What follows belongs to an exercise in optimizing a design on an open flow for small area and a short achievable clock period; a production flow would make more cautious choices. Only simulation tests tie the RTL to the original design; equivalence was not proved. Power figures rest on the tool's default switching activity, not on a simulated workload.

==> design.v <==
module mac(input clk, input rst, input [15:0] x, input [15:0] y, output [31:0] acc);
reg r0_0;
reg r1_0;
reg r2_0;
reg r3_0;
reg r4_0;
reg r5_0;
reg r6_0;
reg r6_1;
reg r7_0;
reg r7_1;
reg r8_0;
reg r8_1;
reg r9_0;
reg r9_1;
reg r10_0;
reg r10_1;
reg r11_0;
reg r11_1;
reg r12_0;
reg r12_1;
reg r13_0;
reg r13_1;
reg r14_0;
reg r14_1;
reg r15_0;
reg r15_1;
reg r16_0;
reg r16_1;
reg r17_0;
reg r17_1;
reg r18_0;
reg r18_1;
reg r19_0;
reg r19_1;
reg r20_0;
reg r20_1;
reg r21_0;
reg r21_1;
reg r22_0;
reg r22_1;
reg r23_0;
reg r23_1;
reg r24_0;
reg r24_1;
reg r25_0;
reg r25_1;
reg r26_0;
reg r26_1;
reg r27_0;
reg r27_1;
reg r28_0;
reg r28_1;
reg r29_0;
reg r29_1;
reg r30_0;
reg r30_1;
reg r31_0;
reg rci;
wire p1;
wire p2;
wire p3;
wire p4;
wire p5;
wire p6;
wire p7;
wire p8;
wire p9;
wire p10;
wire p11;
wire p12;
wire p13;
wire p14;
wire p15;
wire p16;
wire p17;
wire p18;
wire p19;
wire p20;
wire p21;
wire p22;
wire p23;
wire p24;
wire p25;
wire p26;
wire p27;
wire p28;
wire p29;
wire p30;
wire p31;
wire p32;
wire p33;
wire p34;
wire p35;
wire p36;
wire p37;
wire p38;
wire p39;
wire p40;
wire p41;
wire p42;
wire p43;
wire p44;
wire p45;
wire p46;
wire p47;
wire p48;
wire p49;
wire p50;
wire p51;
wire p52;
wire p53;
wire p54;
wire p55;
wire p56;
wire p57;
wire p58;
wire p59;
wire p60;
wire p61;
wire p62;
wire p63;
wire p64;
wire p65;
wire p66;
wire p67;
wire p68;
wire p69;
wire p70;
wire p71;
wire p72;
wire p73;
wire p74;
wire p75;
wire p76;
wire p77;
wire p78;
wire p79;
wire p80;
wire p81;
wire p82;
wire p83;
wire p84;
wire p85;
wire p86;
wire p87;
wire p88;
wire p89;
wire p90;
wire p91;
wire p92;
wire p93;
wire p94;
wire p95;
wire p96;
wire p97;
wire p98;
wire p99;
wire p100;
wire p101;
wire p102;
wire p103;
wire p104;
wire p105;
wire p106;
wire p107;
wire p108;
wire p109;
wire p110;
wire p111;
wire p112;
wire p113;
wire p114;
wire p115;
wire p116;
wire p117;
wire p118;
wire p119;
wire p120;
wire p121;
wire p122;
wire p123;
wire p124;
wire p125;
wire p126;
wire p127;
wire p128;
wire p129;
wire p130;
wire p131;
wire p132;
wire p133;
wire p134;
wire p135;
wire p136;
wire p137;
wire p138;
wire p139;
wire p140;
wire p141;
wire p142;
wire p143;
wire p144;
wire p145;
wire p146;
wire p147;
wire p148;
wire p149;
wire p150;
wire p151;
wire p152;
wire p153;
wire p154;
wire p155;
wire p156;
wire p157;
wire p158;
wire p159;
wire p160;
wire p161;
wire p162;
wire p163;
wire p164;
wire p165;
wire p166;
wire p167;
wire p168;
wire p169;
wire p170;
wire p171;
wire p172;
wire p173;
wire p174;
wire p175;
wire p176;
wire p177;
wire p178;
wire p179;
wire p180;
wire p181;
wire p182;
wire p183;
wire p184;
wire p185;
wire p186;
wire p187;
wire p188;
wire p189;
wire p190;
wire p191;
wire p192;
wire p193;
wire p194;
wire p195;
wire p196;
wire p197;
wire p198;
wire p199;
wire p200;
wire p201;
wire p202;
wire p203;
wire p204;
wire p205;
wire p206;
wire p207;
wire p208;
wire p209;
wire p210;
wire p211;
wire p212;
wire p213;
wire p214;
wire p215;
wire p216;
wire p217;
wire p218;
wire p219;
wire p220;
wire p221;
wire p222;
wire p223;
wire p224;
wire p225;
wire p226;
wire p227;
wire p228;
wire p229;
wire p230;
wire p231;
wire p232;
wire p233;
wire p234;
wire p235;
wire p236;
wire p237;
wire p238;
wire p239;
wire p240;
wire p241;
wire p242;
wire p243;
wire p244;
wire p245;
wire p246;
wire p247;
wire p248;
wire p249;
wire p250;
wire p251;
wire p252;
wire p253;
wire p254;
wire p255;
wire p256;
wire s257;
wire c258;
wire s259;
wire c260;
wire s261;
wire c262;
wire s263;
wire c264;
wire s265;
wire c266;
wire s267;
wire c268;
wire s269;
wire c270;
wire s271;
wire c272;
wire s273;
wire c274;
wire s275;
wire c276;
wire s277;
wire c278;
wire s279;
wire c280;
wire s281;
wire c282;
wire s283;
wire c284;
wire s285;
wire c286;
wire s287;
wire c288;
wire s289;
wire c290;
wire s291;
wire c292;
wire s293;
wire c294;
wire s295;
wire c296;
wire s297;
wire c298;
wire s299;
wire c300;
wire s301;
wire c302;
wire s303;
wire c304;
wire s305;
wire c306;
wire s307;
wire c308;
wire s309;
wire c310;
wire s311;
wire c312;
wire s313;
wire c314;
wire s315;
wire c316;
wire s317;
wire c318;
wire s319;
wire c320;
wire s321;
wire c322;
wire s323;
wire c324;
wire s325;
wire c326;
wire s327;
wire c328;
wire s329;
wire c330;
wire s331;
wire c332;
wire s333;
wire c334;
wire s335;
wire c336;
wire s337;
wire c338;
wire s339;
wire c340;
wire s341;
wire c342;
wire s343;
wire c344;
wire s345;
wire c346;
wire s347;
wire c348;
wire s349;
wire c350;
wire s351;
wire c352;
wire s353;
wire c354;
wire s355;
wire c356;
wire s357;
wire c358;
wire s359;
wire c360;
wire s361;
wire c362;
wire s363;
wire c364;
wire s365;
wire c366;
wire s367;
wire c368;
wire s369;
wire c370;
wire s371;
wire c372;
wire s373;
wire c374;
wire s375;
wire c376;
wire s377;
wire c378;
wire s379;
wire c380;
wire s381;
wire c382;
wire s383;
wire c384;
wire s385;
wire c386;
wire s387;
wire c388;
wire s389;
wire c390;
wire s391;
wire c392;
wire s393;
wire c394;
wire s395;
wire c396;
wire s397;
wire c398;
wire s399;
wire c400;
wire s401;
wire c402;
wire s403;
wire c404;
wire s405;
wire c406;
wire s407;
wire c408;
wire s409;
wire c410;
wire s411;
wire c412;
wire s413;
wire c414;
wire s415;
wire c416;
wire s417;
wire c418;
wire s419;
wire c420;
wire s421;
wire c422;
wire s423;
wire c424;
wire s425;
wire c426;
wire s427;
wire c428;
wire s429;
wire c430;
wire s431;
wire c432;
wire s433;
wire c434;
wire s435;
wire c436;
wire s437;
wire c438;
wire s439;
wire c440;
wire s441;
wire c442;
wire s443;
wire c444;
wire s445;
wire c446;
wire s447;
wire c448;
wire s449;
wire c450;
wire s451;
wire c452;
wire s453;
wire c454;
wire s455;
wire c456;
wire s457;
wire c458;
wire s459;
wire c460;
wire s461;
wire c462;
wire s463;
wire c464;
wire s465;
wire c466;
wire s467;
wire c468;
wire s469;
wire c470;
wire s471;
wire c472;
wire s473;
wire c474;
wire s475;
wire c476;
wire s477;
wire c478;
wire s479;
wire c480;
wire s481;
wire c482;
wire s483;
wire c484;
wire s485;
wire c486;
wire s487;
wire c488;
wire s489;
wire c490;
wire s491;
wire c492;
wire s493;
wire c494;
wire s495;
wire c496;
wire s497;
wire c498;
wire s499;
wire c500;
wire s501;
wire c502;
wire s503;
wire c504;
wire s505;
wire c506;
wire s507;
wire c508;
wire s509;
wire c510;
wire s511;
wire c512;
wire s513;
wire c514;
wire s515;
wire c516;
wire s517;
wire c518;
wire s519;
wire c520;
wire s521;
wire c522;
wire s523;
wire c524;
wire s525;
wire c526;
wire s527;
wire c528;
wire s529;
wire c530;
wire s531;
wire c532;
wire s533;
wire c534;
wire s535;
wire c536;
wire s537;
wire c538;
wire s539;
wire c540;
wire s541;
wire c542;
wire s543;
wire c544;
wire s545;
wire c546;
wire s547;
wire c548;
wire s549;
wire c550;
wire s551;
wire c552;
wire s553;
wire c554;
wire s555;
wire c556;
wire s557;
wire c558;
wire s559;
wire c560;
wire s561;
wire c562;
wire s563;
wire c564;
wire s565;
wire c566;
wire s567;
wire c568;
wire s569;
wire c570;
wire s571;
wire c572;
wire s573;
wire c574;
wire s575;
wire c576;
wire s577;
wire c578;
wire s579;
wire c580;
wire s581;
wire c582;
wire s583;
wire c584;
wire s585;
wire c586;
wire s587;
wire c588;
wire s589;
wire c590;
wire s591;
wire c592;
wire s593;
wire c594;
wire s595;
wire c596;
wire s597;
wire c598;
wire s599;
wire c600;
wire s601;
wire c602;
wire s603;
wire c604;
wire s605;
wire c606;
wire s607;
wire c608;
wire s609;
wire c610;
wire s611;
wire c612;
wire s613;
wire c614;
wire s615;
wire c616;
wire s617;
wire c618;
wire s619;
wire c620;
wire s621;
wire c622;
wire s623;
wire c624;
wire s625;
wire c626;
wire s627;
wire c628;
wire s629;
wire c630;
wire s631;
wire c632;
wire s633;
wire c634;
wire s635;
wire c636;
wire s637;
wire c638;
wire s639;
wire c640;
wire s641;
wire c642;
wire s643;
wire c644;
wire s645;
wire c646;
wire s647;
wire c648;
wire s649;
wire c650;
wire s651;
wire c652;
wire s653;
wire c654;
wire s655;
wire c656;
wire s657;
wire c658;
wire s659;
wire c660;
wire s661;
wire c662;
wire s663;
wire c664;
wire s665;
wire c666;
wire s667;
wire c668;
wire s669;
wire c670;
wire s671;
wire c672;
wire s673;
wire c674;
wire s675;
wire c676;
wire s677;
wire c678;
wire s679;
wire c680;
wire s681;
wire c682;
wire s683;
wire c684;
wire s685;
wire c686;
wire s687;
wire c688;
wire s689;
wire c690;
wire s691;
wire c692;
wire s693;
wire c694;
wire s695;
wire c696;
wire s697;
wire c698;
wire s699;
wire c700;
wire s701;
wire c702;
wire s703;
wire c704;
wire s705;
wire c706;
wire s707;
wire c708;
wire s709;
wire c710;
wire s711;
wire c712;
wire s713;
wire c714;
wire s715;
wire c716;
wire s717;
wire c718;
wire s719;
wire c720;
wire s721;
wire c722;
wire s723;
wire c724;
wire s725;
wire c726;
wire s727;
wire c728;
wire s729;
wire c730;
wire s731;
wire c732;
wire s733;
wire c734;
wire s735;
wire c736;
wire s737;
wire c738;
wire s739;
wire c740;
wire s741;
wire c742;
wire s743;
wire c744;
wire s745;
wire c746;
wire s747;
wire c748;
wire s749;
wire c750;
wire s751;
wire c752;
wire s753;
wire c754;
wire s755;
wire c756;
wire s757;
wire c758;
wire s759;
wire c760;
wire s761;
wire c762;
wire s763;
wire c764;
wire s765;
wire c766;
wire s767;
wire c768;
wire s769;
wire c770;
wire s771;
wire c772;
wire s773;
wire c774;
wire s775;
wire c776;
wire s777;
wire c778;
wire s779;
wire c780;
wire s781;
wire c782;
wire s783;
wire c784;
wire s785;
wire c786;
wire s787;
wire c788;
wire s789;
wire c790;
wire s791;
wire c792;
wire s793;
wire c794;
wire s795;
wire c796;
wire s797;
wire c798;
wire s799;
wire c800;
wire s801;
wire c802;
wire x803;
wire x804;
wire [15:0] xg = x;
wire r0_0_f = ~r0_0;
wire r1_0_f = ~r1_0;
wire r2_0_f = ~r2_0;
wire r3_0_f = ~r3_0;
wire r4_0_f = ~r4_0;
wire r5_0_f = ~r5_0;
wire r6_0_f = ~r6_0;
wire r6_1_f = ~r6_1;
wire r7_0_f = ~r7_0;
wire r7_1_f = ~r7_1;
wire r8_0_f = ~r8_0;
wire r8_1_f = ~r8_1;
wire r9_0_f = ~r9_0;
wire r9_1_f = ~r9_1;
wire r10_0_f = ~r10_0;
wire r10_1_f = ~r10_1;
wire r11_0_f = ~r11_0;
wire r11_1_f = ~r11_1;
wire r12_0_f = ~r12_0;
wire r12_1_f = ~r12_1;
wire r13_0_f = ~r13_0;
wire r13_1_f = ~r13_1;
wire r14_0_f = ~r14_0;
wire r14_1_f = ~r14_1;
wire r15_0_f = ~r15_0;
wire r15_1_f = ~r15_1;
wire r16_0_f = ~r16_0;
wire r16_1_f = ~r16_1;
wire r17_0_f = ~r17_0;
wire r17_1_f = ~r17_1;
wire r18_0_f = ~r18_0;
wire r18_1_f = ~r18_1;
wire r19_0_f = ~r19_0;
wire r19_1_f = ~r19_1;
wire r20_0_f = ~r20_0;
wire r20_1_f = ~r20_1;
wire r21_0_f = ~r21_0;
wire r21_1_f = ~r21_1;
wire r22_0_f = ~r22_0;
wire r22_1_f = ~r22_1;
wire r23_0_f = ~r23_0;
wire r23_1_f = ~r23_1;
wire r24_0_f = ~r24_0;
wire r24_1_f = ~r24_1;
wire r25_0_f = ~r25_0;
wire r25_1_f = ~r25_1;
wire r26_0_f = ~r26_0;
wire r26_1_f = ~r26_1;
wire r27_0_f = ~r27_0;
wire r27_1_f = ~r27_1;
wire r28_0_f = ~r28_0;
wire r28_1_f = ~r28_1;
wire r29_0_f = ~r29_0;
wire r29_1_f = ~r29_1;
wire r30_0_f = ~r30_0;
wire r30_1_f = ~r30_1;
wire r31_0_f = ~r31_0;
wire rci_f = ~rci;
assign p1 = ~(xg[0] & y[0]);
assign p2 = ~(xg[0] & y[1]);
assign p3 = ~(xg[0] & y[2]);
assign p4 = ~(xg[0] & y[3]);
assign p5 = ~(xg[0] & y[4]);
assign p6 = ~(xg[0] & y[5]);
assign p7 = ~(xg[0] & y[6]);
assign p8 = ~(xg[0] & y[7]);
assign p9 = ~(xg[0] & y[8]);
assign p10 = ~(xg[0] & y[9]);
assign p11 = ~(xg[0] & y[10]);
assign p12 = ~(xg[0] & y[11]);
assign p13 = ~(xg[0] & y[12]);
assign p14 = ~(xg[0] & y[13]);
assign p15 = ~(xg[0] & y[14]);
assign p16 = ~(xg[0] & y[15]);
assign p17 = ~(xg[1] & y[0]);
assign p18 = ~(xg[1] & y[1]);
assign p19 = ~(xg[1] & y[2]);
assign p20 = ~(xg[1] & y[3]);
assign p21 = ~(xg[1] & y[4]);
assign p22 = ~(xg[1] & y[5]);
assign p23 = ~(xg[1] & y[6]);
assign p24 = ~(xg[1] & y[7]);
assign p25 = ~(xg[1] & y[8]);
assign p26 = ~(xg[1] & y[9]);
assign p27 = ~(xg[1] & y[10]);
assign p28 = ~(xg[1] & y[11]);
assign p29 = ~(xg[1] & y[12]);
assign p30 = ~(xg[1] & y[13]);
assign p31 = ~(xg[1] & y[14]);
assign p32 = ~(xg[1] & y[15]);
assign p33 = ~(xg[2] & y[0]);
assign p34 = ~(xg[2] & y[1]);
assign p35 = ~(xg[2] & y[2]);
assign p36 = ~(xg[2] & y[3]);
assign p37 = ~(xg[2] & y[4]);
assign p38 = ~(xg[2] & y[5]);
assign p39 = ~(xg[2] & y[6]);
assign p40 = ~(xg[2] & y[7]);
assign p41 = ~(xg[2] & y[8]);
assign p42 = ~(xg[2] & y[9]);
assign p43 = ~(xg[2] & y[10]);
assign p44 = ~(xg[2] & y[11]);
assign p45 = ~(xg[2] & y[12]);
assign p46 = ~(xg[2] & y[13]);
assign p47 = ~(xg[2] & y[14]);
assign p48 = ~(xg[2] & y[15]);
assign p49 = ~(xg[3] & y[0]);
assign p50 = ~(xg[3] & y[1]);
assign p51 = ~(xg[3] & y[2]);
assign p52 = ~(xg[3] & y[3]);
assign p53 = ~(xg[3] & y[4]);
assign p54 = ~(xg[3] & y[5]);
assign p55 = ~(xg[3] & y[6]);
assign p56 = ~(xg[3] & y[7]);
assign p57 = ~(xg[3] & y[8]);
assign p58 = ~(xg[3] & y[9]);
assign p59 = ~(xg[3] & y[10]);
assign p60 = ~(xg[3] & y[11]);
assign p61 = ~(xg[3] & y[12]);
assign p62 = ~(xg[3] & y[13]);
assign p63 = ~(xg[3] & y[14]);
assign p64 = ~(xg[3] & y[15]);
assign p65 = ~(xg[4] & y[0]);
assign p66 = ~(xg[4] & y[1]);
assign p67 = ~(xg[4] & y[2]);
assign p68 = ~(xg[4] & y[3]);
assign p69 = ~(xg[4] & y[4]);
assign p70 = ~(xg[4] & y[5]);
assign p71 = ~(xg[4] & y[6]);
assign p72 = ~(xg[4] & y[7]);
assign p73 = ~(xg[4] & y[8]);
assign p74 = ~(xg[4] & y[9]);
assign p75 = ~(xg[4] & y[10]);
assign p76 = ~(xg[4] & y[11]);
assign p77 = ~(xg[4] & y[12]);
assign p78 = ~(xg[4] & y[13]);
assign p79 = ~(xg[4] & y[14]);
assign p80 = ~(xg[4] & y[15]);
assign p81 = ~(xg[5] & y[0]);
assign p82 = ~(xg[5] & y[1]);
assign p83 = ~(xg[5] & y[2]);
assign p84 = ~(xg[5] & y[3]);
assign p85 = ~(xg[5] & y[4]);
assign p86 = ~(xg[5] & y[5]);
assign p87 = ~(xg[5] & y[6]);
assign p88 = ~(xg[5] & y[7]);
assign p89 = ~(xg[5] & y[8]);
assign p90 = ~(xg[5] & y[9]);
assign p91 = ~(xg[5] & y[10]);
assign p92 = ~(xg[5] & y[11]);
assign p93 = ~(xg[5] & y[12]);
assign p94 = ~(xg[5] & y[13]);
assign p95 = ~(xg[5] & y[14]);
assign p96 = ~(xg[5] & y[15]);
assign p97 = ~(xg[6] & y[0]);
assign p98 = ~(xg[6] & y[1]);
assign p99 = ~(xg[6] & y[2]);
assign p100 = ~(xg[6] & y[3]);
assign p101 = ~(xg[6] & y[4]);
assign p102 = ~(xg[6] & y[5]);
assign p103 = ~(xg[6] & y[6]);
assign p104 = ~(xg[6] & y[7]);
assign p105 = ~(xg[6] & y[8]);
assign p106 = ~(xg[6] & y[9]);
assign p107 = ~(xg[6] & y[10]);
assign p108 = ~(xg[6] & y[11]);
assign p109 = ~(xg[6] & y[12]);
assign p110 = ~(xg[6] & y[13]);
assign p111 = ~(xg[6] & y[14]);
assign p112 = ~(xg[6] & y[15]);
assign p113 = ~(xg[7] & y[0]);
assign p114 = ~(xg[7] & y[1]);
assign p115 = ~(xg[7] & y[2]);
assign p116 = ~(xg[7] & y[3]);
assign p117 = ~(xg[7] & y[4]);
assign p118 = ~(xg[7] & y[5]);
assign p119 = ~(xg[7] & y[6]);
assign p120 = ~(xg[7] & y[7]);
assign p121 = ~(xg[7] & y[8]);
assign p122 = ~(xg[7] & y[9]);
assign p123 = ~(xg[7] & y[10]);
assign p124 = ~(xg[7] & y[11]);
assign p125 = ~(xg[7] & y[12]);
assign p126 = ~(xg[7] & y[13]);
assign p127 = ~(xg[7] & y[14]);
assign p128 = ~(xg[7] & y[15]);
assign p129 = ~(xg[8] & y[0]);
assign p130 = ~(xg[8] & y[1]);
assign p131 = ~(xg[8] & y[2]);
assign p132 = ~(xg[8] & y[3]);
assign p133 = ~(xg[8] & y[4]);
assign p134 = ~(xg[8] & y[5]);
assign p135 = ~(xg[8] & y[6]);
assign p136 = ~(xg[8] & y[7]);
assign p137 = ~(xg[8] & y[8]);
assign p138 = ~(xg[8] & y[9]);
assign p139 = ~(xg[8] & y[10]);
assign p140 = ~(xg[8] & y[11]);
assign p141 = ~(xg[8] & y[12]);
assign p142 = ~(xg[8] & y[13]);
assign p143 = ~(xg[8] & y[14]);
assign p144 = ~(xg[8] & y[15]);
assign p145 = ~(xg[9] & y[0]);
assign p146 = ~(xg[9] & y[1]);
assign p147 = ~(xg[9] & y[2]);
assign p148 = ~(xg[9] & y[3]);
assign p149 = ~(xg[9] & y[4]);
assign p150 = ~(xg[9] & y[5]);
assign p151 = ~(xg[9] & y[6]);
assign p152 = ~(xg[9] & y[7]);
assign p153 = ~(xg[9] & y[8]);
assign p154 = ~(xg[9] & y[9]);
assign p155 = ~(xg[9] & y[10]);
assign p156 = ~(xg[9] & y[11]);
assign p157 = ~(xg[9] & y[12]);
assign p158 = ~(xg[9] & y[13]);
assign p159 = ~(xg[9] & y[14]);
assign p160 = ~(xg[9] & y[15]);
assign p161 = ~(xg[10] & y[0]);
assign p162 = ~(xg[10] & y[1]);
assign p163 = ~(xg[10] & y[2]);
assign p164 = ~(xg[10] & y[3]);
assign p165 = ~(xg[10] & y[4]);
assign p166 = ~(xg[10] & y[5]);
assign p167 = ~(xg[10] & y[6]);
assign p168 = ~(xg[10] & y[7]);
assign p169 = ~(xg[10] & y[8]);
assign p170 = ~(xg[10] & y[9]);
assign p171 = ~(xg[10] & y[10]);
assign p172 = ~(xg[10] & y[11]);
assign p173 = ~(xg[10] & y[12]);
assign p174 = ~(xg[10] & y[13]);
assign p175 = ~(xg[10] & y[14]);
assign p176 = ~(xg[10] & y[15]);
assign p177 = ~(xg[11] & y[0]);
assign p178 = ~(xg[11] & y[1]);
assign p179 = ~(xg[11] & y[2]);
assign p180 = ~(xg[11] & y[3]);
assign p181 = ~(xg[11] & y[4]);
assign p182 = ~(xg[11] & y[5]);
assign p183 = ~(xg[11] & y[6]);
assign p184 = ~(xg[11] & y[7]);
assign p185 = ~(xg[11] & y[8]);
assign p186 = ~(xg[11] & y[9]);
assign p187 = ~(xg[11] & y[10]);
assign p188 = ~(xg[11] & y[11]);
assign p189 = ~(xg[11] & y[12]);
assign p190 = ~(xg[11] & y[13]);
assign p191 = ~(xg[11] & y[14]);
assign p192 = ~(xg[11] & y[15]);
assign p193 = ~(xg[12] & y[0]);
assign p194 = ~(xg[12] & y[1]);
assign p195 = ~(xg[12] & y[2]);
assign p196 = ~(xg[12] & y[3]);
assign p197 = ~(xg[12] & y[4]);
assign p198 = ~(xg[12] & y[5]);
assign p199 = ~(xg[12] & y[6]);
assign p200 = ~(xg[12] & y[7]);
assign p201 = ~(xg[12] & y[8]);
assign p202 = ~(xg[12] & y[9]);
assign p203 = ~(xg[12] & y[10]);
assign p204 = ~(xg[12] & y[11]);
assign p205 = ~(xg[12] & y[12]);
assign p206 = ~(xg[12] & y[13]);
assign p207 = ~(xg[12] & y[14]);
assign p208 = ~(xg[12] & y[15]);
assign p209 = ~(xg[13] & y[0]);
assign p210 = ~(xg[13] & y[1]);
assign p211 = ~(xg[13] & y[2]);
assign p212 = ~(xg[13] & y[3]);
assign p213 = ~(xg[13] & y[4]);
assign p214 = ~(xg[13] & y[5]);
assign p215 = ~(xg[13] & y[6]);
assign p216 = ~(xg[13] & y[7]);
assign p217 = ~(xg[13] & y[8]);
assign p218 = ~(xg[13] & y[9]);
assign p219 = ~(xg[13] & y[10]);
assign p220 = ~(xg[13] & y[11]);
assign p221 = ~(xg[13] & y[12]);
assign p222 = ~(xg[13] & y[13]);
assign p223 = ~(xg[13] & y[14]);
assign p224 = ~(xg[13] & y[15]);
assign p225 = ~(xg[14] & y[0]);
assign p226 = ~(xg[14] & y[1]);
assign p227 = ~(xg[14] & y[2]);
assign p228 = ~(xg[14] & y[3]);
assign p229 = ~(xg[14] & y[4]);
assign p230 = ~(xg[14] & y[5]);
assign p231 = ~(xg[14] & y[6]);
assign p232 = ~(xg[14] & y[7]);
assign p233 = ~(xg[14] & y[8]);
assign p234 = ~(xg[14] & y[9]);
assign p235 = ~(xg[14] & y[10]);
assign p236 = ~(xg[14] & y[11]);
assign p237 = ~(xg[14] & y[12]);
assign p238 = ~(xg[14] & y[13]);
assign p239 = ~(xg[14] & y[14]);
assign p240 = ~(xg[14] & y[15]);
assign p241 = ~(xg[15] & y[0]);
assign p242 = ~(xg[15] & y[1]);
assign p243 = ~(xg[15] & y[2]);
assign p244 = ~(xg[15] & y[3]);
assign p245 = ~(xg[15] & y[4]);
assign p246 = ~(xg[15] & y[5]);
assign p247 = ~(xg[15] & y[6]);
assign p248 = ~(xg[15] & y[7]);
assign p249 = ~(xg[15] & y[8]);
assign p250 = ~(xg[15] & y[9]);
assign p251 = ~(xg[15] & y[10]);
assign p252 = ~(xg[15] & y[11]);
assign p253 = ~(xg[15] & y[12]);
assign p254 = ~(xg[15] & y[13]);
assign p255 = ~(xg[15] & y[14]);
assign p256 = ~(xg[15] & y[15]);
fa us257 (r0_0_f, p1, 1'b1, s257, c258);
fa us259 (r1_0_f, p17, p2, s259, c260);
fa us261 (c258, s259, 1'b1, s261, c262);
fa us263 (r2_0_f, p18, p3, s263, c264);
fa us265 (p33, c260, s263, s265, c266);
fa us267 (c262, s265, 1'b1, s267, c268);
fa us269 (r3_0_f, p19, p34, s269, c270);
fa us271 (p4, p49, c264, s271, c272);
fa us273 (s269, c266, s271, s273, c274);
fa us275 (c268, s273, 1'b1, s275, c276);
fa us277 (r4_0_f, p20, p35, s277, c278);
fa us279 (p5, p50, p65, s279, c280);
fa us281 (c270, s277, s279, s281, c282);
fa us283 (c272, s281, c274, s283, c284);
fa us285 (c276, s283, 1'b1, s285, c286);
fa us287 (r5_0_f, p21, p36, s287, c288);
fa us289 (p51, p6, p66, s289, c290);
fa us291 (p81, c278, c280, s291, c292);
fa us293 (s287, s289, c282, s293, c294);
fa us295 (s291, s293, c284, s295, c296);
fa us297 (c286, s295, 1'b1, s297, c298);
fa us299 (r6_0_f, r6_1_f, rci_f, s299, c300);
fa us301 (r11_0_f, r11_1_f, 1'b1, s301, c302);
fa us303 (r12_0_f, r12_1_f, p103, s303, c304);
fa us305 (p118, p13, 1'b1, s305, c306);
fa us307 (r13_0_f, r13_1_f, p104, s307, c308);
fa us309 (p119, p134, p14, s309, c310);
fa us311 (p149, p164, 1'b1, s311, c312);
fa us313 (r14_0_f, r14_1_f, p105, s313, c314);
fa us315 (p120, p135, p15, s315, c316);
fa us317 (p150, p165, p180, s317, c318);
fa us319 (p195, p210, 1'b1, s319, c320);
fa us321 (r15_0_f, r15_1_f, p106, s321, c322);
fa us323 (p121, p136, p151, s323, c324);
fa us325 (p16, p166, p181, s325, c326);
fa us327 (p196, p211, p226, s327, c328);
fa us329 (p241, p31, 1'b1, s329, c330);
fa us331 (r16_0_f, r16_1_f, p107, s331, c332);
fa us333 (p122, p137, p152, s333, c334);
fa us335 (p167, p182, p197, s335, c336);
fa us337 (p212, p227, p242, s337, c338);
fa us339 (p32, p47, 1'b1, s339, c340);
fa us341 (r17_0_f, r17_1_f, p108, s341, c342);
fa us343 (p123, p138, p153, s343, c344);
fa us345 (p168, p183, p198, s345, c346);
fa us347 (p213, p228, p243, s347, c348);
fa us349 (r18_0_f, r18_1_f, p109, s349, c350);
fa us351 (p124, p139, p154, s351, c352);
fa us353 (p169, p184, p199, s353, c354);
fa us355 (r19_0_f, r19_1_f, p110, s355, c356);
fa us357 (p125, p140, p155, s357, c358);
fa us359 (r20_0_f, r20_1_f, p111, s359, c360);
fa us361 (s299, p22, p37, s361, c362);
fa us363 (p52, p67, p7, s363, c364);
fa us365 (r7_0_f, r7_1_f, c300, s365, c366);
fa us367 (p113, p23, p38, s367, c368);
fa us369 (r8_0_f, r8_1_f, p114, s369, c370);
fa us371 (p129, p24, p39, s371, c372);
fa us373 (r9_0_f, r9_1_f, p10, s373, c374);
fa us375 (p100, p115, p130, s375, c376);
fa us377 (p145, p25, 1'b1, s377, c378);
fa us379 (r10_0_f, r10_1_f, p101, s379, c380);
fa us381 (p11, p116, p131, s381, c382);
fa us383 (p146, p161, p26, s383, c384);
fa us385 (p41, p56, 1'b1, s385, c386);
fa us387 (s301, p102, p117, s387, c388);
fa us389 (p12, p132, p147, s389, c390);
fa us391 (p162, p177, p27, s391, c392);
fa us393 (p42, p57, p72, s393, c394);
fa us395 (c302, p133, p148, s395, c396);
fa us397 (p163, p178, p193, s397, c398);
fa us399 (p28, p43, p58, s399, c400);
fa us401 (p73, p88, s303, s401, c402);
fa us403 (p179, p194, p209, s403, c404);
fa us405 (p29, p44, p59, s405, c406);
fa us407 (p74, p89, c304, s407, c408);
fa us409 (c306, s307, s309, s409, c410);
fa us411 (p225, p30, p45, s411, c412);
fa us413 (p60, p75, p90, s413, c414);
fa us415 (c308, c310, c312, s415, c416);
fa us417 (s313, s315, s317, s417, c418);
fa us419 (p46, p61, p76, s419, c420);
fa us421 (p91, c314, c316, s421, c422);
fa us423 (c318, c320, s321, s423, c424);
fa us425 (s323, s325, s327, s425, c426);
fa us427 (p62, p77, p92, s427, c428);
fa us429 (c322, c324, c326, s429, c430);
fa us431 (c328, c330, s331, s431, c432);
fa us433 (s333, s335, s337, s433, c434);
fa us435 (p48, p63, p78, s435, c436);
fa us437 (p93, c332, c334, s437, c438);
fa us439 (c336, c338, c340, s439, c440);
fa us441 (s341, s343, s345, s441, c442);
fa us443 (p214, p229, p244, s443, c444);
fa us445 (p64, p79, p94, s445, c446);
fa us447 (c342, c344, c346, s447, c448);
fa us449 (c348, s349, s351, s449, c450);
fa us451 (p170, p185, p200, s451, c452);
fa us453 (p215, p230, p245, s453, c454);
fa us455 (p80, p95, c350, s455, c456);
fa us457 (c352, c354, s355, s457, c458);
fa us459 (p126, p141, p156, s459, c460);
fa us461 (p171, p186, p201, s461, c462);
fa us463 (p216, p231, p246, s463, c464);
fa us465 (p96, c356, c358, s465, c466);
fa us467 (r21_0_f, r21_1_f, p112, s467, c468);
fa us469 (p127, p142, p157, s469, c470);
fa us471 (p172, p187, p202, s471, c472);
fa us473 (p217, p232, p247, s473, c474);
fa us475 (r22_0_f, r22_1_f, p128, s475, c476);
fa us477 (p143, p158, p173, s477, c478);
fa us479 (p188, p203, p218, s479, c480);
fa us481 (r23_0_f, r23_1_f, p144, s481, c482);
fa us483 (p159, p174, p189, s483, c484);
fa us485 (r24_0_f, r24_1_f, p160, s485, c486);
fa us487 (p82, p97, c288, s487, c488);
fa us489 (c290, s361, 1'b1, s489, c490);
fa us491 (s365, p53, p68, s491, c492);
fa us493 (p8, p83, p98, s493, c494);
fa us495 (c362, c364, 1'b1, s495, c496);
fa us497 (c366, p54, p69, s497, c498);
fa us499 (p84, p9, p99, s499, c500);
fa us501 (c368, s369, s371, s501, c502);
fa us503 (p40, p55, p70, s503, c504);
fa us505 (p85, c370, c372, s505, c506);
fa us507 (s373, s375, s377, s507, c508);
fa us509 (p71, p86, c374, s509, c510);
fa us511 (c376, c378, s379, s511, c512);
fa us513 (s381, s383, s385, s513, c514);
fa us515 (p87, c380, c382, s515, c516);
fa us517 (c384, c386, s387, s517, c518);
fa us519 (s389, s391, s393, s519, c520);
fa us521 (c388, c390, c392, s521, c522);
fa us523 (c394, s305, s395, s523, c524);
fa us525 (s397, s399, s401, s525, c526);
fa us527 (c396, c398, c400, s527, c528);
fa us529 (s311, s403, s405, s529, c530);
fa us531 (c402, s407, s409, s531, c532);
fa us533 (c404, c406, s319, s533, c534);
fa us535 (s411, s413, c408, s535, c536);
fa us537 (c410, s415, s417, s537, c538);
fa us539 (c412, c414, s329, s539, c540);
fa us541 (s419, c416, c418, s541, c542);
fa us543 (s421, s423, s425, s543, c544);
fa us545 (c420, s339, s427, s545, c546);
fa us547 (c422, c424, c426, s547, c548);
fa us549 (s429, s431, s433, s549, c550);
fa us551 (c428, s347, s435, s551, c552);
fa us553 (c430, c432, c434, s553, c554);
fa us555 (s437, s439, s441, s555, c556);
fa us557 (c436, s353, s443, s557, c558);
fa us559 (s445, c438, c440, s559, c560);
fa us561 (c442, s447, s449, s561, c562);
fa us563 (c444, c446, s357, s563, c564);
fa us565 (s451, s453, c448, s565, c566);
fa us567 (c450, s455, s457, s567, c568);
fa us569 (c452, c454, s359, s569, c570);
fa us571 (s459, s461, s463, s571, c572);
fa us573 (c456, c458, s465, s573, c574);
fa us575 (c360, c460, c462, s575, c576);
fa us577 (c464, s467, s469, s577, c578);
fa us579 (s471, s473, c466, s579, c580);
fa us581 (p233, p248, c468, s581, c582);
fa us583 (c470, c472, c474, s583, c584);
fa us585 (s475, s477, s479, s585, c586);
fa us587 (p204, p219, p234, s587, c588);
fa us589 (p249, c476, c478, s589, c590);
fa us591 (c480, s481, s483, s591, c592);
fa us593 (p175, p190, p205, s593, c594);
fa us595 (p220, p235, p250, s595, c596);
fa us597 (c482, c484, s485, s597, c598);
fa us599 (r25_0_f, r25_1_f, p176, s599, c600);
fa us601 (p191, p206, p221, s601, c602);
fa us603 (p236, p251, c486, s603, c604);
fa us605 (r26_0_f, r26_1_f, p192, s605, c606);
fa us607 (p207, p222, p237, s607, c608);
fa us609 (r27_0_f, r27_1_f, p208, s609, c610);
fa us611 (s363, c292, s487, s611, c612);
fa us613 (s367, s491, s493, s613, c614);
fa us615 (c488, c490, 1'b1, s615, c616);
fa us617 (c492, c494, s497, s617, c618);
fa us619 (s499, c496, s501, s619, c620);
fa us621 (c498, c500, s503, s621, c622);
fa us623 (c502, s505, s507, s623, c624);
fa us625 (c504, c506, c508, s625, c626);
fa us627 (s509, s511, s513, s627, c628);
fa us629 (c510, c512, c514, s629, c630);
fa us631 (s515, s517, s519, s631, c632);
fa us633 (c516, c518, c520, s633, c634);
fa us635 (s521, s523, s525, s635, c636);
fa us637 (c522, c524, s527, s637, c638);
fa us639 (s529, c526, s531, s639, c640);
fa us641 (c528, c530, s533, s641, c642);
fa us643 (s535, c532, s537, s643, c644);
fa us645 (c534, s539, c536, s645, c646);
fa us647 (c538, s541, s543, s647, c648);
fa us649 (c540, s545, c542, s649, c650);
fa us651 (c544, s547, s549, s651, c652);
fa us653 (c546, s551, c548, s653, c654);
fa us655 (c550, s553, s555, s655, c656);
fa us657 (c552, s557, c554, s657, c658);
fa us659 (s559, c556, s561, s659, c660);
fa us661 (c558, s563, c560, s661, c662);
fa us663 (s565, c562, s567, s663, c664);
fa us665 (c564, s569, s571, s665, c666);
fa us667 (c566, c568, s573, s667, c668);
fa us669 (c570, c572, s575, s669, c670);
fa us671 (s577, c574, s579, s671, c672);
fa us673 (c576, c578, s581, s673, c674);
fa us675 (s583, s585, c580, s675, c676);
fa us677 (s587, c582, c584, s677, c678);
fa us679 (c586, s589, s591, s679, c680);
fa us681 (c588, s593, s595, s681, c682);
fa us683 (c590, c592, s597, s683, c684);
fa us685 (c594, c596, s599, s685, c686);
fa us687 (s601, c598, s603, s687, c688);
fa us689 (p252, c600, c602, s689, c690);
fa us691 (s605, s607, c604, s691, c692);
fa us693 (p223, p238, p253, s693, c694);
fa us695 (c606, c608, s609, s695, c696);
fa us697 (r28_0_f, r28_1_f, p224, s697, c698);
fa us699 (p239, p254, c610, s699, c700);
fa us701 (r29_0_f, r29_1_f, p240, s701, c702);
fa us703 (s489, c294, 1'b1, s703, c704);
fa us705 (s495, s613, c612, s705, c706);
fa us707 (c614, s617, c616, s707, c708);
fa us709 (c618, s621, c620, s709, c710);
fa us711 (c622, c624, s625, s711, c712);
fa us713 (c626, c628, s629, s713, c714);
fa us715 (c630, c632, s633, s715, c716);
fa us717 (c634, s637, c636, s717, c718);
fa us719 (c638, s641, c640, s719, c720);
fa us721 (c642, s645, c644, s721, c722);
fa us723 (c646, s649, c648, s723, c724);
fa us725 (c650, s653, c652, s725, c726);
fa us727 (c654, s657, c656, s727, c728);
fa us729 (c658, s661, c660, s729, c730);
fa us731 (s665, c662, c664, s731, c732);
fa us733 (c666, s669, c668, s733, c734);
fa us735 (c670, s673, c672, s735, c736);
fa us737 (c674, s677, s679, s737, c738);
fa us739 (s681, c678, c680, s739, c740);
fa us741 (c682, s685, c684, s741, c742);
fa us743 (c686, s689, c688, s743, c744);
fa us745 (s693, c690, s695, s745, c746);
fa us747 (c694, s697, c696, s747, c748);
fa us749 (p255, c698, s701, s749, c750);
fa us751 (r30_0_f, r30_1_f, p256, s751, c752);
fa us753 (s611, s703, 1'b1, s753, c754);
fa us755 (s615, c704, s705, s755, c756);
fa us757 (s619, c706, s707, s757, c758);
fa us759 (s623, c708, s709, s759, c760);
fa us761 (s627, c710, s711, s761, c762);
fa us763 (s631, c712, s713, s763, c764);
fa us765 (c714, s715, s635, s765, c766);
fa us767 (c716, s639, s717, s767, c768);
fa us769 (s643, c718, s719, s769, c770);
fa us771 (s647, c720, s721, s771, c772);
fa us773 (s651, c722, s723, s773, c774);
fa us775 (s655, c724, s725, s775, c776);
fa us777 (s659, c726, s727, s777, c778);
fa us779 (s663, c728, s729, s779, c780);
fa us781 (s667, c730, s731, s781, c782);
fa us783 (s671, c732, s733, s783, c784);
fa us785 (s675, c734, s735, s785, c786);
fa us787 (c676, s737, c736, s787, c788);
fa us789 (s683, c738, s739, s789, c790);
fa us791 (s687, c740, s741, s791, c792);
fa us793 (s691, c742, s743, s793, c794);
fa us795 (c692, s745, c744, s795, c796);
fa us797 (s699, c746, s747, s797, c798);
fa us799 (c700, s749, c748, s799, c800);
fa us801 (c702, s751, c750, s801, c802);
assign x803 = ~(r31_0_f ^ c752);
assign x804 = ~(x803 ^ c802);
always @(posedge clk) begin
  r0_0 <= ~(rst | s257);
  r1_0 <= ~(rst | s261);
  r2_0 <= ~(rst | s267);
  r3_0 <= ~(rst | s275);
  r4_0 <= ~(rst | s285);
  r5_0 <= ~(rst | s297);
  r6_0 <= ~(rst | c296);
  r6_1 <= ~(rst | s753);
  r7_0 <= ~(rst | c754);
  r7_1 <= ~(rst | s755);
  r8_0 <= ~(rst | c756);
  r8_1 <= ~(rst | s757);
  r9_0 <= ~(rst | c758);
  r9_1 <= ~(rst | s759);
  r10_0 <= ~(rst | c760);
  r10_1 <= ~(rst | s761);
  r11_0 <= ~(rst | c762);
  r11_1 <= ~(rst | s763);
  r12_0 <= ~(rst | c764);
  r12_1 <= ~(rst | s765);
  r13_0 <= ~(rst | c766);
  r13_1 <= ~(rst | s767);
  r14_0 <= ~(rst | c768);
  r14_1 <= ~(rst | s769);
  r15_0 <= ~(rst | c770);
  r15_1 <= ~(rst | s771);
  r16_0 <= ~(rst | c772);
  r16_1 <= ~(rst | s773);
  r17_0 <= ~(rst | c774);
  r17_1 <= ~(rst | s775);
  r18_0 <= ~(rst | c776);
  r18_1 <= ~(rst | s777);
  r19_0 <= ~(rst | c778);
  r19_1 <= ~(rst | s779);
  r20_0 <= ~(rst | c780);
  r20_1 <= ~(rst | s781);
  r21_0 <= ~(rst | c782);
  r21_1 <= ~(rst | s783);
  r22_0 <= ~(rst | c784);
  r22_1 <= ~(rst | s785);
  r23_0 <= ~(rst | c786);
  r23_1 <= ~(rst | s787);
  r24_0 <= ~(rst | s789);
  r24_1 <= ~(rst | c788);
  r25_0 <= ~(rst | c790);
  r25_1 <= ~(rst | s791);
  r26_0 <= ~(rst | c792);
  r26_1 <= ~(rst | s793);
  r27_0 <= ~(rst | c794);
  r27_1 <= ~(rst | s795);
  r28_0 <= ~(rst | s797);
  r28_1 <= ~(rst | c796);
  r29_0 <= ~(rst | c798);
  r29_1 <= ~(rst | s799);
  r30_0 <= ~(rst | s801);
  r30_1 <= ~(rst | c800);
  r31_0 <= ~(rst | x804);
  rci <= ~(rst | c298);
end
assign acc[0] = r0_0;
assign acc[1] = r1_0;
assign acc[2] = r2_0;
assign acc[3] = r3_0;
assign acc[4] = r4_0;
assign acc[5] = r5_0;
wire [25:0] ra = {r31_0, r30_0, r29_0, r28_0, r27_0, r26_0, r25_0, r24_0, r23_0, r22_0, r21_0, r20_0, r19_0, r18_0, r17_0, r16_0, r15_0, r14_0, r13_0, r12_0, r11_0, r10_0, r9_0, r8_0, r7_0, r6_0};
wire [25:0] rb = {1'b0, r30_1, r29_1, r28_1, r27_1, r26_1, r25_1, r24_1, r23_1, r22_1, r21_1, r20_1, r19_1, r18_1, r17_1, r16_1, r15_1, r14_1, r13_1, r12_1, r11_1, r10_1, r9_1, r8_1, r7_1, r6_1};
addn u_add (ra, rb, rci, acc[31:6]);
endmodule
module addn(input [25:0] a, input [25:0] b, input ci, output [25:0] s);
wire [25:0] g, p, c;
pgen u_pg (a, b, g, p);
pfx u_pfx (g, p, ci, c);
assign s = p ^ c;
endmodule
module pgen(input [25:0] a, input [25:0] b, output [25:0] g, output [25:0] p);
assign g = a & b;
assign p = a ^ b;
endmodule
module pfx(input [25:0] g, input [25:0] p, input ci, output [25:0] c);
wire gc0 = g[0] | (p[0] & ci);
wire G1 = g[1] | (p[1] & gc0);
wire G2 = g[3] | (p[3] & g[2]);
wire P2 = p[3] & p[2];
wire G3 = g[5] | (p[5] & g[4]);
wire P3 = p[5] & p[4];
wire G4 = g[7] | (p[7] & g[6]);
wire P4 = p[7] & p[6];
wire G5 = g[9] | (p[9] & g[8]);
wire P5 = p[9] & p[8];
wire G6 = g[11] | (p[11] & g[10]);
wire P6 = p[11] & p[10];
wire G7 = g[13] | (p[13] & g[12]);
wire P7 = p[13] & p[12];
wire G8 = g[15] | (p[15] & g[14]);
wire P8 = p[15] & p[14];
wire G9 = g[17] | (p[17] & g[16]);
wire P9 = p[17] & p[16];
wire G10 = g[19] | (p[19] & g[18]);
wire P10 = p[19] & p[18];
wire G11 = g[21] | (p[21] & g[20]);
wire P11 = p[21] & p[20];
wire G12 = g[23] | (p[23] & g[22]);
wire P12 = p[23] & p[22];
wire G13 = g[25] | (p[25] & g[24]);
wire P13 = p[25] & p[24];
wire G14 = g[2] | (p[2] & G1);
wire G15 = G2 | (P2 & G1);
wire G16 = g[6] | (p[6] & G3);
wire P16 = p[6] & P3;
wire G17 = G4 | (P4 & G3);
wire P17 = P4 & P3;
wire G18 = g[10] | (p[10] & G5);
wire P18 = p[10] & P5;
wire G19 = G6 | (P6 & G5);
wire P19 = P6 & P5;
wire G20 = g[14] | (p[14] & G7);
wire P20 = p[14] & P7;
wire G21 = G8 | (P8 & G7);
wire P21 = P8 & P7;
wire G22 = g[18] | (p[18] & G9);
wire P22 = p[18] & P9;
wire G23 = G10 | (P10 & G9);
wire P23 = P10 & P9;
wire G24 = g[22] | (p[22] & G11);
wire P24 = p[22] & P11;
wire G25 = G12 | (P12 & G11);
wire P25 = P12 & P11;
wire G26 = g[4] | (p[4] & G15);
wire G27 = G3 | (P3 & G15);
wire G28 = G16 | (P16 & G15);
wire G29 = G17 | (P17 & G15);
wire G30 = g[12] | (p[12] & G19);
wire P30 = p[12] & P19;
wire G31 = G7 | (P7 & G19);
wire P31 = P7 & P19;
wire G32 = G20 | (P20 & G19);
wire P32 = P20 & P19;
wire G33 = G21 | (P21 & G19);
wire P33 = P21 & P19;
wire G34 = g[20] | (p[20] & G23);
wire P34 = p[20] & P23;
wire G35 = G11 | (P11 & G23);
wire P35 = P11 & P23;
wire G36 = G24 | (P24 & G23);
wire P36 = P24 & P23;
wire G37 = G25 | (P25 & G23);
wire P37 = P25 & P23;
wire G38 = g[8] | (p[8] & G29);
wire G39 = G5 | (P5 & G29);
wire G40 = G18 | (P18 & G29);
wire G41 = G19 | (P19 & G29);
wire G42 = G30 | (P30 & G29);
wire G43 = G31 | (P31 & G29);
wire G44 = G32 | (P32 & G29);
wire G45 = G33 | (P33 & G29);
wire G46 = g[24] | (p[24] & G37);
wire P46 = p[24] & P37;
wire G47 = G13 | (P13 & G37);
wire P47 = P13 & P37;
wire G48 = g[16] | (p[16] & G45);
wire G49 = G9 | (P9 & G45);
wire G50 = G22 | (P22 & G45);
wire G51 = G23 | (P23 & G45);
wire G52 = G34 | (P34 & G45);
wire G53 = G35 | (P35 & G45);
wire G54 = G36 | (P36 & G45);
wire G55 = G37 | (P37 & G45);
wire G56 = G46 | (P46 & G45);
wire G57 = G47 | (P47 & G45);
assign c[0] = ci;
assign c[1] = gc0;
assign c[2] = G1;
assign c[3] = G14;
assign c[4] = G15;
assign c[5] = G26;
assign c[6] = G27;
assign c[7] = G28;
assign c[8] = G29;
assign c[9] = G38;
assign c[10] = G39;
assign c[11] = G40;
assign c[12] = G41;
assign c[13] = G42;
assign c[14] = G43;
assign c[15] = G44;
assign c[16] = G45;
assign c[17] = G48;
assign c[18] = G49;
assign c[19] = G50;
assign c[20] = G51;
assign c[21] = G52;
assign c[22] = G53;
assign c[23] = G54;
assign c[24] = G55;
assign c[25] = G56;
endmodule
module fa(input a, input b, input c, output s, output co);
assign s = a ^ b ^ c;
assign co = (a & b) | (a & c) | (b & c);
endmodule
==> flow/run.sh <==
#!/bin/bash
# Layout: the standard ORFS flow (standard.sh, standard synthesis), with
#  - timing repair aimed at a setup slack of flow/margin ns, so the resizer
#    works on the real critical paths even though the clock period is loose
#    (no gate cloning, so each port keeps exactly one buffer),
#  - the standard port buffering (every port gets its own buffer), with the
#    buffer cell in flow/portbuf,
#  - a clock tree without dummy balancing loads, extra CTS options in flow/cts.
# standard.log here holds make's output; ORFS's own logs are in orfs/logs.
set -euo pipefail
M=$(cat flow/margin)
PB=$(cat flow/portbuf)
CTS_EXTRA=$(cat flow/cts 2>/dev/null || true)
cat >> config.mk <<EOC
export SETUP_SLACK_MARGIN = $M
export SKIP_GATE_CLONING = 1
export BUFFER_PORTS_ARGS = -buffer_cell $PB
export CTS_ARGS = -sink_clustering_enable -repair_clock_nets -dont_use_dummy_load $CTS_EXTRA
EOC
bash standard.sh > standard.log 2>&1
==> flow/cts <==
-buf_list sky130_fd_sc_hd__clkbuf_4 -root_buf sky130_fd_sc_hd__clkbuf_8
==> flow/margin <==
11.25
==> flow/portbuf <==
sky130_fd_sc_hd__buf_1
==> standard.sh <==
#!/bin/bash
# synth_recipe.tcl (not shown) runs the flow's synth.tcl, then flattens the netlist and writes it again
# the make line also repeats each setting of config.mk as NAME=value (left out here)
make -C /OpenROAD-flow-scripts/flow DESIGN_CONFIG=/design/flow/config.mk WORK_HOME=/design/flow/orfs CLKGATE_MAP_FILE= SYNTH_SCRIPT=/design/flow/synth_recipe.tcl "${@:-finish}"
==> config.mk <==
export PLATFORM = sky130hd
export DESIGN_NAME = mac
export DESIGN_NICKNAME = mac
export VERILOG_FILES = /design/flow/design.v
export SDC_FILE = /design/flow/constraint.sdc
export NUM_CORES = 4
export LEC_CHECK = 0
export CAP_MARGIN = 20
export CORE_MARGIN = 2
export CORE_UTILIZATION = 40
export PLACE_DENSITY = 0.75
export SLEW_MARGIN = 20
export SYNTH_HIERARCHICAL = 1
export SYNTH_MINIMUM_KEEP_SIZE = 0
export SETUP_SLACK_MARGIN = 11.25
export SKIP_GATE_CLONING = 1
export BUFFER_PORTS_ARGS = -buffer_cell sky130_fd_sc_hd__buf_1
export CTS_ARGS = -sink_clustering_enable -repair_clock_nets -dont_use_dummy_load -buf_list sky130_fd_sc_hd__clkbuf_4 -root_buf sky130_fd_sc_hd__clkbuf_8
==> constraint.sdc <==
create_clock -name core_clock -period 18.0 [get_ports {clk}]
set_input_delay 3.6000 -clock core_clock [delete_from_list [all_inputs] [get_ports {clk}]]
set_output_delay 3.6000 -clock core_clock [all_outputs]
set_load 0.01 [all_outputs]
==> impl_metrics.env, run 1 <==
export IMPL_status="complete, no violations"
export IMPL_clock_fmax_mhz=149.4
export IMPL_die_w_um=159.2
export IMPL_hold_violations=0
export IMPL_synthAdderAreaFrac_pct=60.12
export IMPL_drc=0
export IMPL_critPathMaxFanout=16
export IMPL_die_h_um=159.2
export IMPL_power_total_mw=1.736
export IMPL_drv_slew=0
export IMPL_dieArea_mm2=0.02534
export IMPL_ff2ff_path_depth=8
export IMPL_post_drt_via_cell_ratio=5.264
export IMPL_numCtsBuffers=9
export IMPL_vias=6517
export IMPL_drt_iter0_drc=502
export IMPL_num_antenna_cells=0
export IMPL_worst_setup_path_end_kind="flip-flop"
export IMPL_synth_compound_area_share_pct=3.390
export IMPL_synth_seq_cells=58
export IMPL_reg2reg_to="r12_1"
export IMPL_clock_sinks=58
export IMPL_p_leak_nw=3.886
export IMPL_timing_final_crit_period_ps=6695
export IMPL_wl_mm=23.41
export IMPL_cap_violations=0
export IMPL_r2r_start="r11_0"
export IMPL_grt_pass1_vias=7525
export IMPL_path_cells="clkbuf_4, nand2_1, fa_2, fa_1, fa_2, fa_2, fa_1, fa_1, nor2_1"
export IMPL_setup_violations_final=0
export IMPL_synth_cell_types=34
export IMPL_ant_nets=0
export IMPL_tns_ps=0
export IMPL_slew_headroom_pct=56.88
export IMPL_cts_tree="built"
export IMPL_criticalPathCategory="primary input to flip-flop"
export IMPL_synth_seq_area_share_pct=12.06
export IMPL_mostFrequentLayoutCells="261 x nand2_1, 253 x fa_1, 59 x nor2_1, 59 x inv_1, 58 x dfxtp_1"
export IMPL_rsz0062_at_grt="yes"
export IMPL_initial_utilization_pct=40.91
export IMPL_tightest_slew_ps=646.8
export IMPL_first_pass_iters=7
export IMPL_nets=1254
export IMPL_clk_latency_ps=380
export IMPL_rows=56
export IMPL_num_io_pins=66
export IMPL_grt_use_total_pct=19.92
export IMPL_cellPowerDensity_mw_per_mm2=172.3
export IMPL_cts_path_max_buffers=2
export IMPL_synth_top_flop_cell="dfxtp_1"
export IMPL_clock_root_buffer="clkbuf_8"
export IMPL_syn_area_per_cell_um2=10.44
export IMPL_dp_slack_ps=10370
export IMPL_crit_slowest_cell="fa_1"
export IMPL_clock_skew_final_ps=12.27
export IMPL_arrival_ps=6930
export IMPL_synth_edf_count=0
export IMPL_yosys_area_share_simple_pct=13.17
export IMPL_synth_top_family_by_area="adder cells"
export IMPL_setup_slack_ps=11300
export IMPL_path_clk_slew_ps=60
export IMPL_synth_xor_area_share_pct=2.598
export IMPL_worstPathBufferInverterCount=1
export IMPL_min_from="r31_0"
export IMPL_regToRegSetupSlack_ps=14370
export IMPL_core_mm2=0.02354
export IMPL_wl_per_cell_um=18.91
export IMPL_synthMuxAreaShare_pct=0
export IMPL_grt_antenna_before_repair=0
export IMPL_period_share_pct=37.20
export IMPL_cp_start_kind="primary input"
export IMPL_io_buffers=65
export IMPL_hold_class="flip-flop to flip-flop"
export IMPL_layout_drive_gt1_share_pct=7.508
export IMPL_syn_to_final_growth_pct=4.625
export IMPL_h_tree_depth=3
export IMPL_grt_pass1_wl_mm=38.72
export IMPL_yosys_warnings=7
export IMPL_gp_congestion=0.8704
export IMPL_crit_family="adder cells"
export IMPL_synthArstFlopShare_pct=0
export IMPL_layout_commonest_cell="nand2_1"
export IMPL_grt_max_degree=59
export IMPL_post_synth_inst_count=923
export IMPL_netlist_area_mm2=0.009632
export IMPL_globalRouteOverflowTotal=0
export IMPL_hold_depth=2
export IMPL_dp_hpwl_mm=18.22
export IMPL_whs_endpoint="r31_0"
export IMPL_critPathMaxStageDelay_ps=580
export IMPL_crit_required_ps=18240
export IMPL_cts_setup_buffers=0
export IMPL_fillers=2251
export IMPL_ir_drop_mv=0.09661
[timing repair]
item / 4_1_cts / 5_1_grt
resized for setup: 73 / 24
pin swaps: 0 / 1
setup endpoints to repair: 33 / 20
hold buffers: 0 / 0
[per-module statistics from Yosys, one instance, submodules excluded]
| module | cell area (µm²) | flops+latches |
|---|---|---|
| pgen | 325.3 | 0 |
| addn | 227.7 | 0 |
| pfx | 619.3 | 0 |
| mac | 2994 | 58 |
| fa | 20.02 | 0 |
[per-layer routing]
layer | up-vias | track usage, % | wire length, µm
met3 | 94 | 4.585 | 1990
met2 | 354 | 32.92 | 11500
met1 | 3388 | 24.46 | 8758
li1 | 2681 | - | -
met4 | 0 | 10.54 | 1166
met5 | - | 0 | 0
[worst reg2reg max path: cells and delay by family, from the launching register on]
| kind | cells | cell delay, ps |
|---|---|---|
| DFF | 1 | 340 |
| buffers and inverters | 1 | 70 |
| and+or+nand+nor | 1 | 40 |
| adders and majority gates | 6 | 3060 |
[metrics by stage]
stage               std cells  instance area, µm²  utilization (%)  hold slack [ps]
floorplan                 941                9981                -            598.2
global placement         1229                9833            41.77            613.0
detailed placement       1229                9833            41.77            633.7
CTS                      1238               10030            42.62            645.4
global route             1238               10080            42.80            691.7
finish                   1238               10080            42.80            632.1
[cells by family after synthesis]
logic type / count (synthesis)
DFF: 58
adders and majority gates: 299
AOI/OAI and AO/OA: 46
buffers and inverters: 161
other: 2
and+or+nand+nor: 330
xor gates and xnor gates: 27
[cell usage after synthesis (2+ instances only)]
cell type | number | share of area (%)
fa_1 | 273 | 57
nand2_1 | 261 | 10
inv_1 | 59 | 2.3
nor2_1 | 59 | 2.3
dfxtp_1 | 58 | 12
buf_2 | 35 | 1.8
buf_4 | 33 | 2.6
clkbuf_2 | 32 | 1.7
ha_1 | 26 | 3.4
xor2_1 | 26 | 2.4
a21o_1 | 20 | 1.6
a21oi_1 | 8 | 0.42
nand4_1 | 5 | 0.32
o21ai_0 | 3 | 0.16
a31o_1 | 2 | 0.18
buf_6 | 2 | 0.23
conb_1 | 2 | 0.078
nand2b_1 | 2 | 0.13
o21a_1 | 2 | 0.16
[power by group]
group	switching (mW)	internal, mW
Sequential	0.0286	0.195
Combinational	0.766	0.651
Clock	0.0510	0.0444
[worst max-delay path by stage]
| stage | startpoint | to | slack [ps] | cells after the start |
|---|---|---|---|---|
| 2_1_floorplan | x[11] | r17_1 | 11180 | 10 |
| 4_1_cts | x[6] | r18_1 | 11250 | 9 |
| 3_3_place_gp | x[6] | r18_1 | 10440 | 9 |
| 6_report | y[6] | r17_1 | 11300 | 9 |
| 5_1_grt | y[9] | r18_1 | 11200 | 10 |
| 3_5_place_dp | x[6] | r18_1 | 10370 | 9 |
[layout make-up]
cell class	count	area [µm²]	share of cell area [%]
clock buffer	9	123.9	1.229
inverter	59	221.5	2.198
multi-input combinational	722	7780	77.20
sequential	58	1161	11.52
tap	319	399.1	3.961
timing repair buffer	71	391.6	3.886
==> inputs of run 2 (changes only) <==
==> flow/cts (replaced) <==
-buf_list sky130_fd_sc_hd__clkbuf_4 -root_buf sky130_fd_sc_hd__clkbuf_8 -sink_clustering_size 30 -sink_clustering_max_diameter 300
==> flow/margin (replaced) <==
11.2
==> config.mk (replaced) <==
export PLATFORM = sky130hd
export DESIGN_NAME = mac
export DESIGN_NICKNAME = mac
export VERILOG_FILES = /design/flow/design.v
export SDC_FILE = /design/flow/constraint.sdc
export NUM_CORES = 4
export LEC_CHECK = 0
export CAP_MARGIN = 20
export CORE_MARGIN = 2
export CORE_UTILIZATION = 40
export SLEW_MARGIN = 20
export SYNTH_HIERARCHICAL = 1
export SYNTH_MINIMUM_KEEP_SIZE = 0
export SETUP_SLACK_MARGIN = 11.2
export SKIP_GATE_CLONING = 1
export BUFFER_PORTS_ARGS = -buffer_cell sky130_fd_sc_hd__buf_1
export CTS_ARGS = -sink_clustering_enable -repair_clock_nets -dont_use_dummy_load -buf_list sky130_fd_sc_hd__clkbuf_4 -root_buf sky130_fd_sc_hd__clkbuf_8 -sink_clustering_size 30 -sink_clustering_max_diameter 300
==> run 2 against run 1 <==
Clock skew increased by 8.4 ps. Cell count is 0.81% higher. Sequential share of layout area is essentially flat. Critical path depth is the same. Sequential power hardly changed. Die area stayed put. Via count down 4.2%. Wire length is 0.23% lower. Power shrank 0.40%. Global-route usage up 0.17 points. Still clean. Area after synthesis did not move.
==> impl_metrics.env, run 2 <==
export IMPL_status="complete, no violations"
export IMPL_regToRegSetupSlack_ps=14450
export IMPL_critPathMaxFanout=16
export IMPL_timing_final_crit_period_ps=6680
export IMPL_netlist_area_mm2=0.009632
export IMPL_synth_seq_cells=58
export IMPL_first_pass_iters=4
export IMPL_path_cells="clkbuf_4, nand2_1, fa_1, fa_1, fa_1, fa_1, fa_1, fa_1, nor2_1"
export IMPL_tns_ps=0
export IMPL_crit_required_ps=18210
export IMPL_mostFrequentLayoutCells="261 x nand2_1, 259 x fa_1, 59 x nor2_1, 59 x inv_1, 58 x dfxtp_1"
export IMPL_grt_pass1_wl_mm=38.78
export IMPL_post_synth_inst_count=923
export IMPL_cp_start_kind="primary input"
export IMPL_globalRouteOverflowTotal=0
export IMPL_cellPowerDensity_mw_per_mm2=171.2
export IMPL_drc=0
export IMPL_ant_nets=0
export IMPL_tightest_slew_ps=653.8
export IMPL_gp_congestion=0.8312
export IMPL_rows=56
export IMPL_synth_cell_types=34
export IMPL_die_h_um=159.2
export IMPL_yosysTopAreaCellShare_pct=56.74
export IMPL_cap_violations=0
export IMPL_r2r_start="r11_0"
export IMPL_reg2reg_to="r13_1"
export IMPL_grt_pass1_vias=7128
export IMPL_dp_hpwl_mm=18.30
export IMPL_drt_iter0_drc=346
export IMPL_h_tree_depth=3
export IMPL_clock_sinks=58
export IMPL_criticalPathCategory="primary input to flip-flop"
export IMPL_post_drt_via_cell_ratio=5.003
export IMPL_grt_use_total_pct=20.09
export IMPL_die_w_um=159.2
export IMPL_yosys_warnings=7
export IMPL_numCtsBuffers=9
export IMPL_grt_antenna_before_repair=1
export IMPL_slew_headroom_pct=56.41
export IMPL_syn_area_per_cell_um2=10.44
export IMPL_period_share_pct=37.11
export IMPL_layout_drive_gt1_share_pct=6.904
export IMPL_num_io_pins=66
export IMPL_ir_drop_mv=0.07990
export IMPL_grt_max_degree=59
export IMPL_drv_slew=0
export IMPL_cts_path_max_buffers=2
export IMPL_synth_top_flop_cell="dfxtp_1"
export IMPL_crit_slowest_cell="fa_1"
export IMPL_clock_root_buffer="clkbuf_8"
export IMPL_synth_edf_count=0
export IMPL_syn_to_final_growth_pct=4.871
export IMPL_cts_tree="built"
export IMPL_wl_per_cell_um=18.72
export IMPL_worst_setup_path_end_kind="flip-flop"
export IMPL_setup_violations_final=0
export IMPL_dpl_cell_area_mm2=0.009878
export IMPL_arrival_ps=6890
export IMPL_nets=1262
export IMPL_stdcell_area_mm2=0.01010
export IMPL_synth_area_top_cells="fa_1 57%, dfxtp_1 12%, nand2_1 10%"
export IMPL_synth_seq_area_share_pct=12.06
export IMPL_finalCoreUtilization_pct=42.91
export IMPL_ff2ff_path_depth=8
export IMPL_wl_mm=23.36
export IMPL_fillers=2332
export IMPL_initial_utilization_pct=40.91
export IMPL_layout_commonest_cell="nand2_1"
export IMPL_synthArstFlopShare_pct=0
export IMPL_path_clk_slew_ps=60
export IMPL_hold_violations=0
export IMPL_worstSetupEndpoint="r20_1"
export IMPL_p_leak_nw=3.902
export IMPL_dieArea_mm2=0.02534
export IMPL_clk_latency_ps=370
export IMPL_cts_setup_buffers=0
export IMPL_ys_top_cells_by_count="273 x fa_1, 261 x nand2_1, 59 x inv_1, 59 x nor2_1, 58 x dfxtp_1"
export IMPL_hold_class="flip-flop to flip-flop"
export IMPL_cp_common_cell="fa_1"
export IMPL_yosysTopAreaCell="fa_1"
export IMPL_core_mm2=0.02354
export IMPL_vias=6244
export IMPL_clock_fmax_mhz=149.7
export IMPL_io_buffers=65
export IMPL_critPathMaxStageDelay_ps=540
export IMPL_rsz0062_at_grt="no"
export IMPL_yosysMostFrequentCell="fa_1"
export IMPL_cts_hold_buffers=0
export IMPL_clock_skew_final_ps=20.65
export IMPL_cp_startpoint="y[8]"
run 2: cell counts after synthesis:
Identical to the previous run, type by type.
run 2: report_power, final:
part	internal [mW]	switching (mW)
clock	0.0444	0.0519
sequential	0.195	0.0286
combinational	0.649	0.760
total	0.889	0.841
run 2: modules after synthesis (local to each module, per instance):
module,flip-flops and latches,times used
pfx,0,1
pgen,0,1
fa,0,273
mac,58,1
addn,0,1
run 2: stage by stage:
step	power (mW)	hold WS (ps)	instances	worst slack [ps]
2_1_floorplan	1.327	598.2	941	11180
3_3_place_gp	1.628	616.9	1237	10470
3_5_place_dp	1.654	623.9	1237	10440
4_1_cts	1.769	639.1	1246	11200
5_1_grt	1.997	661.0	1247	11180
6_report	1.729	629.7	1248	11320
run 2: worst min path at each step:
stage	from	endpoint	slack [ps]	cells after the start
floorplan	r0_0	r0_0	600	3
global placement	r0_0	r0_0	620	3
detailed placement	r31_0	r31_0	620	2
CTS	r31_0	r31_0	640	2
global route	r31_0	r31_0	660	2
finish	r0_0	r0_0	630	3
run 2: critical path: cells and delay by family:
family / cells / cell delay [ps]
simple gates: 2 / 160
buf+inv: 1 / 260
fa+ha+maj: 6 / 2850
run 2: logic make-up after synthesis:
| group | Yosys count | share of synthesized area, % |
|---|---|---|
| AOI/OAI and AO/OA | 46 | 3.391 |
| adders and majority gates | 299 | 60.12 |
| xor gates and xnor gates | 27 | 2.598 |
| other | 2 | 0.07797 |
| DFF | 58 | 12.06 |
| buffers and inverters | 161 | 8.587 |
| and+or+nand+nor | 330 | 13.17 |
run 2: area by class of cell:
class                      count  area, µm²  area share (%)
antenna                        2      5.005         0.04955
inverter                      59      221.5           2.192
sequential                    58       1161           11.50
tap                          319      399.1           3.951
clock buffer                   9      123.9           1.226
timing repair buffer          79      419.2           4.150
multi-input combinational    722       7771           76.94
run 2: routing by layer:
metal  vias up  wire length, µm  global-route usage [%]
li1       2706                -                       -
met1      3300             9565                   25.98
met2       200            11940                   34.64
met3        38             1258                   3.074
met4         0              595                   6.901
met5         -                0                       0
run 2: what timing repair did:
action / 4_1_cts / 5_1_grt
pin swaps: 0 / 0
resized for setup: 45 / 25
setup endpoints to repair: 28 / 12

## re-timing with driven ports
The flow's constraints put no driver on any port. The routed layouts listed below were extracted and timed again, unchanged, in two steps. Step 1 (the two cells are an assumption about what drives the block):
set clk [get_ports {clk}]
set_driving_cell -lib_cell sky130_fd_sc_hd__clkbuf_16 $clk
set_driving_cell -lib_cell sky130_fd_sc_hd__buf_2 [delete_from_list [all_inputs] $clk]
Step 2 adds t to the input delays and takes it off the output delays; t is the mean of the earliest and latest rising clock arrival at the registers after step 1. Input paths then give back, and output paths get back, about the clock's delay inside the block. a / b / c = ideal ports / drivers / drivers and shift; a / b = the first two.
run	t (ns)	slack for setup (ns)	clock arrival spread, ns	worst data-port slew with drivers (ns)	cell pins on the clock port's net
run 1	0.415	11.305 / 11.323 / 10.908	0.013 / 0.012	0.06	1
run 2	0.405	11.320 / 11.326 / 10.932	0.022 / 0.022	0.08	1
After both steps every run listed still meets setup and hold. For run 1, which loses most, drivers alone change the setup slack by +0.018 ns; drivers and shift together by -0.397 ns.
